From an optimization exercise on the open Yosys and OpenROAD flow, aimed at small area; shortcuts taken in it are not production practice. Function was checked by simulation only, so behaviour that the tests miss may differ from the original. Power is estimated from default activity; no workload was simulated.

run A:
==> flow/design.v <==
`timescale 1ns / 1ps
module top(
    clk, rst, row, col,
    an, seg, led_reset, led_check, ps, dispense, money, btn, refnd, dp, E_quantity
    );
    input wire clk;
    input wire rst;
    input wire [3:0] row;
    input wire btn;
    input wire refnd;
    output wire [3:0] an;
    output wire dp;
    output reg [6:0] seg;
    output reg led_reset;
    output wire [3:0] col;
    output reg dispense;
    output reg [2:0] ps;
    output wire led_check;
    output reg [3:0] money;
    output reg [3:0] E_quantity;
    assign dp = 1'b1;
    reg [2:0] c8;
    reg [1:0] fl;
    reg [4:0] hi;
    reg [1:0] cs;    
    reg       vs;    
    wire fast = (c8 == 3'd7);
    wire slow = (c8 == 3'd3) & ~fl[0] & hi[1] & ~hi[0] & ~hi[3] & (hi[4] ^ hi[2]) & (hi[4] == fl[1]);
    wire hwrap = hi[4] & hi[3] & ~hi[0];                 
    wire vf    = ~(hi[4] & hi[3] & hi[0]);               
    always @(posedge clk) begin
        if (rst) begin
            c8 <= 3'd4;
            fl <= 2'd3;
            hi <= 5'd31;
            cs <= 2'd2;
            vs <= 1'b0;
        end else begin
            c8 <= c8 + 3'd1;
            if (fast) begin
                fl <= fl + 2'd1;
                if (fl == 2'd3) hi <= hwrap ? 5'd0 : hi + 5'd1;
            end
            if (slow) begin
                cs <= cs + 2'd1;
                vs <= 1'b1;
            end
        end
    end
    wire [1:0] ai = fl;
    wire [1:0] cc = cs + 2'd1;   
    assign led_check = ~fl[0];
    assign an  = vf ? ~(4'b1000 >> ai) : 4'b1111;
    assign col = vs ? ~(4'b1000 >> cc) : 4'b0000;
    reg        kv;
    reg  [1:0] kr;
    wire [1:0] nr = {~(row[1] & row[0]), ~(row[2] & row[0])};
    reg        nv;
    always @* begin
        case (row)
            4'b0111: nv = (cc == 2'd0) | (cc == 2'd1);
            4'b1011: nv = (cc == 2'd0);
            4'b1101: nv = (cc == 2'd0) | (cc == 2'd2);
            4'b1110: nv = (cc != 2'd1);
            default: nv = 1'b0;
        endcase
        nv = nv & vs;
    end
    always @(posedge clk)
        if (rst) begin
            kv <= 1'b0;
            kr <= 2'd0;
        end else if (slow) begin
            kv <= nv;
            kr <= nr;
        end
    localparam R = 3'd0, PS = 3'd1, AS = 3'd2, DS = 3'd3, CH = 3'd4, RF = 3'd5, ST = 3'd6;
    reg [2:0] ns;
    reg [2:0] cp;     
    reg [2:0] cpr;    
    reg [3:0] qA, qB, qC, qD;
    function [3:0] price(input [2:0] c);
        case (c)
            3'b000: price = 4'd4;
            3'b001: price = 4'd9;
            3'b010: price = 4'd5;
            3'b011: price = 4'd6;
            3'b100: price = 4'd11;
            3'b111: price = 4'd0;
            default: price = 4'bxxxx;
        endcase
    endfunction
    wire       pkey = kv & ~cs[1];
    wire       coin = kv & cs[1];
    wire [2:0] kprod = {cs[0], kr};                        
    wire [2:0] kcoin = cs[0] ? 3'b001 : {~kr[0], kr[0], ~kr[0]};   
    wire [2:0] sel  = pkey ? kprod : cp;
    wire [3:0] CurrPrice = price(cpr);
    wire       p_is_money = (ps == CH) | (ps == RF);
    wire [3:0] sub_p = p_is_money ? money : CurrPrice;
    wire [3:0] sub_q = (ps == AS || ps == DS) ? money : (ps == CH) ? CurrPrice : 4'd0;
    wire [4:0] diff = {1'b0, sub_p} - {1'b0, sub_q};
    wire       eq = (diff[3:0] == 4'd0);      
    wire       gt = diff[4];                  
    wire       ge = gt | eq;
    function [4:0] pdec(input [2:0] c);    
        pdec = {c[2], c[1] & c[0], c[1] & ~c[0], ~c[1] & c[0], ~c[2] & ~c[1] & ~c[0]};
    endfunction
    wire [4:0] sd = pdec(sel);
    wire empty = (sd[4] & (E_quantity == 4'd0)) | (sd[3] & (qA == 4'd0)) |
                 (sd[2] & (qB == 4'd0)) | (sd[1] & (qC == 4'd0)) | (sd[0] & (qD == 4'd0));
    always @(posedge clk)
        if (rst) begin
            ps <= R;
            ns <= R;
            money <= 4'd0;
            dispense <= 1'b0;
            led_reset <= 1'b0;
        end else if (slow) begin
            ps <= ns;
            case (ps)
                R: begin
                    led_reset <= 1'b1;
                    if (pkey) ns <= PS;
                    else begin
                        money <= 4'd0;
                        dispense <= 1'b0;
                    end
                end
                PS: begin
                    if (pkey) ns <= PS;
                    else if (coin) begin
                        ns <= AS;
                        money <= money + {1'b0, kcoin};
                    end
                    if (empty) ns <= ST;
                end
                AS: begin
                    led_reset <= ~led_reset;
                    if (refnd) ns <= RF;
                    if (coin) money <= money + {1'b0, kcoin};
                    if (ge) ns <= DS;
                end
                DS: begin
                    dispense <= 1'b1;
                    if (btn) ns <= R;
                    else if (gt) ns <= CH;
                    else if (eq) ns <= DS;
                end
                default: begin  
                    if (btn) ns <= R;
                    else ns <= ps;
                end
            endcase
        end
    wire       dec = slow & (ps == DS) & ~dispense;
    wire [4:0] cd  = pdec(cp);
    always @(posedge clk)
        if (rst) begin
            qA <= 4'd10;
            qB <= 4'd4;
            qC <= 4'd1;
            qD <= 4'd3;
            E_quantity <= 4'd2;
        end else begin
            qA <= qA - {3'd0, dec & cd[3]};
            qB <= qB - {3'd0, dec & cd[2]};
            qC <= qC - {3'd0, dec & cd[1]};
            qD <= qD - {3'd0, dec & cd[0]};
            E_quantity <= E_quantity - {3'd0, dec & cd[4]};
        end
    always @(posedge clk)
        if (rst) begin
            cp <= 3'd0;
            cpr <= 3'b111;
        end else if (slow)
            case (ps)
                R: begin
                    if (pkey) cp <= kprod;
                    else cpr <= 3'b111;
                end
                PS: begin
                    if (pkey) cp <= kprod;
                    cpr <= sel;
                end
                default: ;
            endcase
    wire [3:0] val = diff[3:0];
    wire       ten = val[3] & (val[2] | val[1]);    
    wire [3:0] lo  = ten ? val - 4'd10 : val;
    wire       isD = (ps == DS);
    wire [3:0] num = isD ? (ai[0] ? 4'd5 : 4'd1) : ai[0] ? {3'd0, ten} : lo;
    reg  [6:0] dg;
    always @*
        case (num)
            4'd0: dg = 7'b1000000;
            4'd1: dg = 7'b1111001;
            4'd2: dg = 7'b0100100;
            4'd3: dg = 7'b0110000;
            4'd4: dg = 7'b0011001;
            4'd5: dg = 7'b0010010;
            4'd6: dg = 7'b0000010;
            4'd7: dg = 7'b1111000;
            4'd8: dg = 7'b0000000;
            default: dg = 7'b0010000;
        endcase
    wire [2:0] lc = isD ? 3'b000 : (ps == CH) ? 3'b001 : (ps == R) ? 3'b010 : cp;
    reg  [6:0] lt;
    always @*
        case (lc)
            3'b000: lt = 7'b0100001;   
            3'b001: lt = 7'b1000110;   
            3'b010: lt = 7'b0000011;   
            3'b011: lt = 7'b0001000;   
            default: lt = 7'b0000110;  
        endcase
    reg  [6:0] fx;
    always @*
        case ({ps, ai})
            {R, 2'd0}:  fx = 7'b1000001;   
            {R, 2'd1}:  fx = 7'b0010001;   
            {AS, 2'd0}: fx = 7'b0111111;   
            {DS, 2'd2}: fx = 7'b0001100;   
            {CH, 2'd0}: fx = 7'b0001001;   
            {RF, 2'd3}: fx = 7'b0101111;   
            {RF, 2'd0}: fx = 7'b0001110;   
            {ST, 2'd3}: fx = 7'b0101011;   
            {ST, 2'd0}: fx = 7'b0100011;   
            default:    fx = 7'b1111111;   
        endcase
    wire numeric = ((ai[1] ^ ai[0]) & ((ps == PS) | (ps == AS) | (ps == CH) | (ps == RF))) |
                   (isD & ~ai[1]);
    wire letter  = ((ai == 2'd3) & ((ps == PS) | (ps == AS) | isD | (ps == CH) | ((ps == R) & vf))) |
                   ((ai == 2'd2) & (ps == ST));
    wire [6:0] dnext = numeric ? dg : letter ? lt : fx;
    always @(posedge clk)
        if (rst) seg <= 7'b1111111;
        else if (fast) seg <= dnext;
endmodule
export LEC_CHECK = 0
export CAP_MARGIN = 20
export CORE_MARGIN = 2
export CORE_UTILIZATION = 40
export SLEW_MARGIN = 20
create_clock -name core_clock -period 10.0 [get_ports {clk}]
standard.sh (not shown) runs the stock make flow with config.mk's settings and CLKGATE_MAP_FILE= SYNTH_SCRIPT=/design/flow/synth_recipe.tcl, a recipe that flattens the netlist after the stock synthesis.
==> flow/flow/run.sh <==
#!/bin/bash
# Own layout flow: the standard ORFS flow (standard.sh) with
#  - synthesis through flow/synth.tcl (standard synthesis, area-oriented ABC
#    mapping, no half/full adder cell extraction),
#  - port buffers of the smallest buffer cell,
#  - a clock tree of small clock buffers without dummy loads.
# Each tool's full output goes to the ORFS logs under orfs/logs/; make's own
# output goes to flow_make.log in this folder.
set -euo pipefail
W=$(pwd)
bash standard.sh \
  SYNTH_SCRIPT="$W/flow/synth.tcl" \
  ADDER_MAP_FILE= \
  "BUFFER_PORTS_ARGS=-buffer_cell sky130_fd_sc_hd__buf_1" \
  "CTS_ARGS=-sink_clustering_enable -repair_clock_nets -dont_use_dummy_load -buf_list sky130_fd_sc_hd__clkbuf_4 -sink_clustering_size 20 -sink_clustering_max_diameter 100" \
  finish > "$W/flow_make.log" 2>&1
==> flow/flow/abc_h11.script <==
strash
&get -n
&deepsyn -T 120 -S 11
&put
dch -f
amap
==> flow/flow/abc_h12.script <==
strash
&get -n
&deepsyn -T 120 -S 12
&put
dch -f
amap
==> flow/flow/abc_h13.script <==
strash
&get -n
&deepsyn -T 120 -S 13
&put
dch -f
amap
==> flow/flow/abc_h14.script <==
strash
&get -n
&deepsyn -T 120 -S 14
&put
dch -f
amap
==> flow/flow/abc_k11.script <==
strash
&get -n
&deepsyn -T 30 -S 11
&put
strash
&get -n
&deepsyn -T 30 -S 21
&put
dch -f
amap
==> flow/flow/abc_k12.script <==
strash
&get -n
&deepsyn -T 30 -S 12
&put
strash
&get -n
&deepsyn -T 30 -S 22
&put
dch -f
amap
==> flow/flow/abc_k13.script <==
strash
&get -n
&deepsyn -T 30 -S 13
&put
strash
&get -n
&deepsyn -T 30 -S 23
&put
dch -f
amap
==> flow/flow/abc_u2.script <==
strash
&get -n
&deepsyn -T 30 -S 2
&put
dch -f
amap
==> flow/flow/abc_u8.script <==
strash
&get -n
&deepsyn -T 30 -S 8
&put
dch -f
amap
Other scripts of this flow, unchanged in this note and not shown: flow/flow/abc_a1.script, flow/flow/abc_u4.script, flow/flow/synth.tcl
Changes in run B relative to run A:
==> flow/flow/abc_u1.script (new file) <==
strash
&get -n
&deepsyn -T 30 -S 1
&put
dch -f
amap
==> flow/flow/abc_u3.script (new file) <==
strash
&get -n
&deepsyn -T 30 -S 3
&put
dch -f
amap
==> flow/flow/abc_u5.script (new file) <==
strash
&get -n
&deepsyn -T 30 -S 5
&put
dch -f
amap
==> flow/flow/abc_u6.script (new file) <==
strash
&get -n
&deepsyn -T 30 -S 6
&put
dch -f
amap
==> flow/flow/abc_u7.script (new file) <==
strash
&get -n
&deepsyn -T 30 -S 7
&put
dch -f
amap
==> flow/flow/abc_v1.script (new file) <==
strash
&get -n
&deepsyn -T 30 -S 2
&put
dch -f
amap
strash
dch -f
amap
==> flow/flow/abc_v2.script (new file) <==
strash
&get -n
&deepsyn -T 30 -S 2
&put
dc2
dch -f
amap
==> flow/flow/abc_v3.script (new file) <==
strash
&get -n
&deepsyn -T 30 -S 2
&put
dch -f
amap -m
removed: flow/flow/abc_h11.script
removed: flow/flow/abc_h12.script
removed: flow/flow/abc_h13.script
removed: flow/flow/abc_h14.script
removed: flow/flow/abc_k11.script
removed: flow/flow/abc_k12.script
removed: flow/flow/abc_k13.script
==> run notes <==
The final layout from run B, which completed every stage, passed the timing, DRC and antenna checks at the end of the flow. Via count, run B and run A: smaller value in run A. Compared with run A, run B is hungrier on power. Going from run A to run B, final cell utilization of the core grows by 0.23 points. The standard cells in run B occupy more silicon area than those in run A do. Critical-path cell with the highest stage delay = dfxtp_1: run B; critical-path cell with the highest stage delay = o21ai_0: run A.
Relative to run B, the following input files were edited for run C:
-- flow/flow/run.sh --
<<< run B, line 3
#  - synthesis through flow/synth.tcl (standard synthesis, area-oriented ABC
#    mapping, no half/full adder cell extraction),
>>> run C, line 3
#  - synthesis through flow/synth.tcl: the standard synthesis script,
#    except that the final ABC mapping tries the area-oriented scripts
#    flow/abc_*.script and keeps the smallest result; no half/full adder
#    cell extraction (ADDER_MAP_FILE empty) and Yosys's default carry
#    lookahead mapping instead of the Kogge-Stone one (SYNTH_OPERATIONS_ARGS
#    set, which drops ORFS's -extra-map; -nofsm is already on every synth
#    call),
<<< run B, line 14
>>> run C, line 19
  SYNTH_OPERATIONS_ARGS=-nofsm \
==> flow/flow/abc_h11.script (new file) <==
strash
&get -n
&deepsyn -T 120 -S 11
&put
dch -f
amap
==> flow/flow/abc_h14.script (new file) <==
strash
&get -n
&deepsyn -T 120 -S 14
&put
dch -f
amap
==> flow/flow/abc_h15.script (new file) <==
strash
&get -n
&deepsyn -T 120 -S 15
&put
dch -f
amap
==> flow/flow/abc_h16.script (new file) <==
strash
&get -n
&deepsyn -T 120 -S 16
&put
dch -f
amap
==> flow/flow/abc_h17.script (new file) <==
strash
&get -n
&deepsyn -T 120 -S 17
&put
dch -f
amap
==> flow/flow/abc_h18.script (new file) <==
strash
&get -n
&deepsyn -T 120 -S 18
&put
dch -f
amap
==> flow/flow/abc_k11.script (new file) <==
strash
&get -n
&deepsyn -T 30 -S 11
&put
strash
&get -n
&deepsyn -T 30 -S 21
&put
dch -f
amap
removed: flow/flow/abc_u1.script
removed: flow/flow/abc_u2.script
removed: flow/flow/abc_u3.script
removed: flow/flow/abc_u5.script
removed: flow/flow/abc_u6.script
removed: flow/flow/abc_u7.script
removed: flow/flow/abc_u8.script
removed: flow/flow/abc_v1.script
removed: flow/flow/abc_v2.script
removed: flow/flow/abc_v3.script
--- outcome ---
- No stage failed in run C, and the final checks on the layout all came back clean.
- Looking at clock power share, run C sits 0.2 points higher than run B does.
- Re wire length of the first global-routing pass: run C is 2.2% down on run B.
- Of run B and run C, the higher first-iteration DRC count belongs to run C.
- Run C contains fewer vias than run B.
Modified inputs, run D compared to run C
==> flow/flow/abc_k12.script (new file) <==
strash
&get -n
&deepsyn -T 30 -S 12
&put
strash
&get -n
&deepsyn -T 30 -S 22
&put
dch -f
amap
==> flow/flow/abc_u2.script (new file) <==
strash
&get -n
&deepsyn -T 30 -S 2
&put
dch -f
amap
==> flow/flow/abc_u8.script (new file) <==
strash
&get -n
&deepsyn -T 30 -S 8
&put
dch -f
amap
removed: flow/flow/abc_h15.script
removed: flow/flow/abc_h16.script
removed: flow/flow/abc_h17.script
removed: flow/flow/abc_h18.script
Findings:
Diff run C..run D | worst path arrival time | negligible. As far as sequential share of layout area goes, run C and run D are indistinguishable; the numbers are identical. Diff run C..run D | post-placement worst setup slack | unchanged. From run D to run C, biggest fanout along the worst timing path did not move at all. On first-pass GRT wire length, run D and run C are basically level. Between run C and run D, the worst hold slack figures differ only marginally. Re I/O pin count: no difference whatsoever between run D and run C. Reported for run D and run C, smallest setup slack after layout turned out identical to the last digit. Run D and run C ended up with roughly the same combinational share of power. From run D to run C, layout overhead on the synthesized area did not move at all.

## static timing again, ports no longer ideal
The flow's constraints put no driver on any port. The routed layouts listed below were extracted and timed again, unchanged, in two steps.
Step 1, drivers: a clkbuf_16 drives clk and a buf_2 each remaining input, both assumed.
Step 2, shift: input delay + t, output delay - t, t = (earliest + latest rising clock arrival at the registers) / 2. This alone moves slack from input paths to output paths.
a / b / c = no drivers / after step 1 / after step 2; a / b = the first two.
| run | t, ns | setup slack, ns | worst hold slack (ns) | slew at the worst register clock pin (ns) | cell pins on the clock port's net |
|---|---|---|---|---|---|
| run A | 0.430 | 5.213 / 5.213 / 5.213 | 0.440 / 0.440 / 0.440 | 0.11 / 0.11 | 1 |
| run B | 0.430 | 6.149 / 6.149 / 6.149 | 0.453 / 0.453 / 0.453 | 0.12 / 0.12 | 1 |
| run C | 0.428 | 5.515 / 5.515 / 5.515 | 0.430 / 0.430 / 0.430 | 0.10 / 0.10 | 1 |
| run D | 0.428 | 5.515 / 5.515 / 5.515 | 0.430 / 0.430 / 0.430 | 0.10 / 0.10 | 1 |
After both steps setup and hold are still met in every run listed.
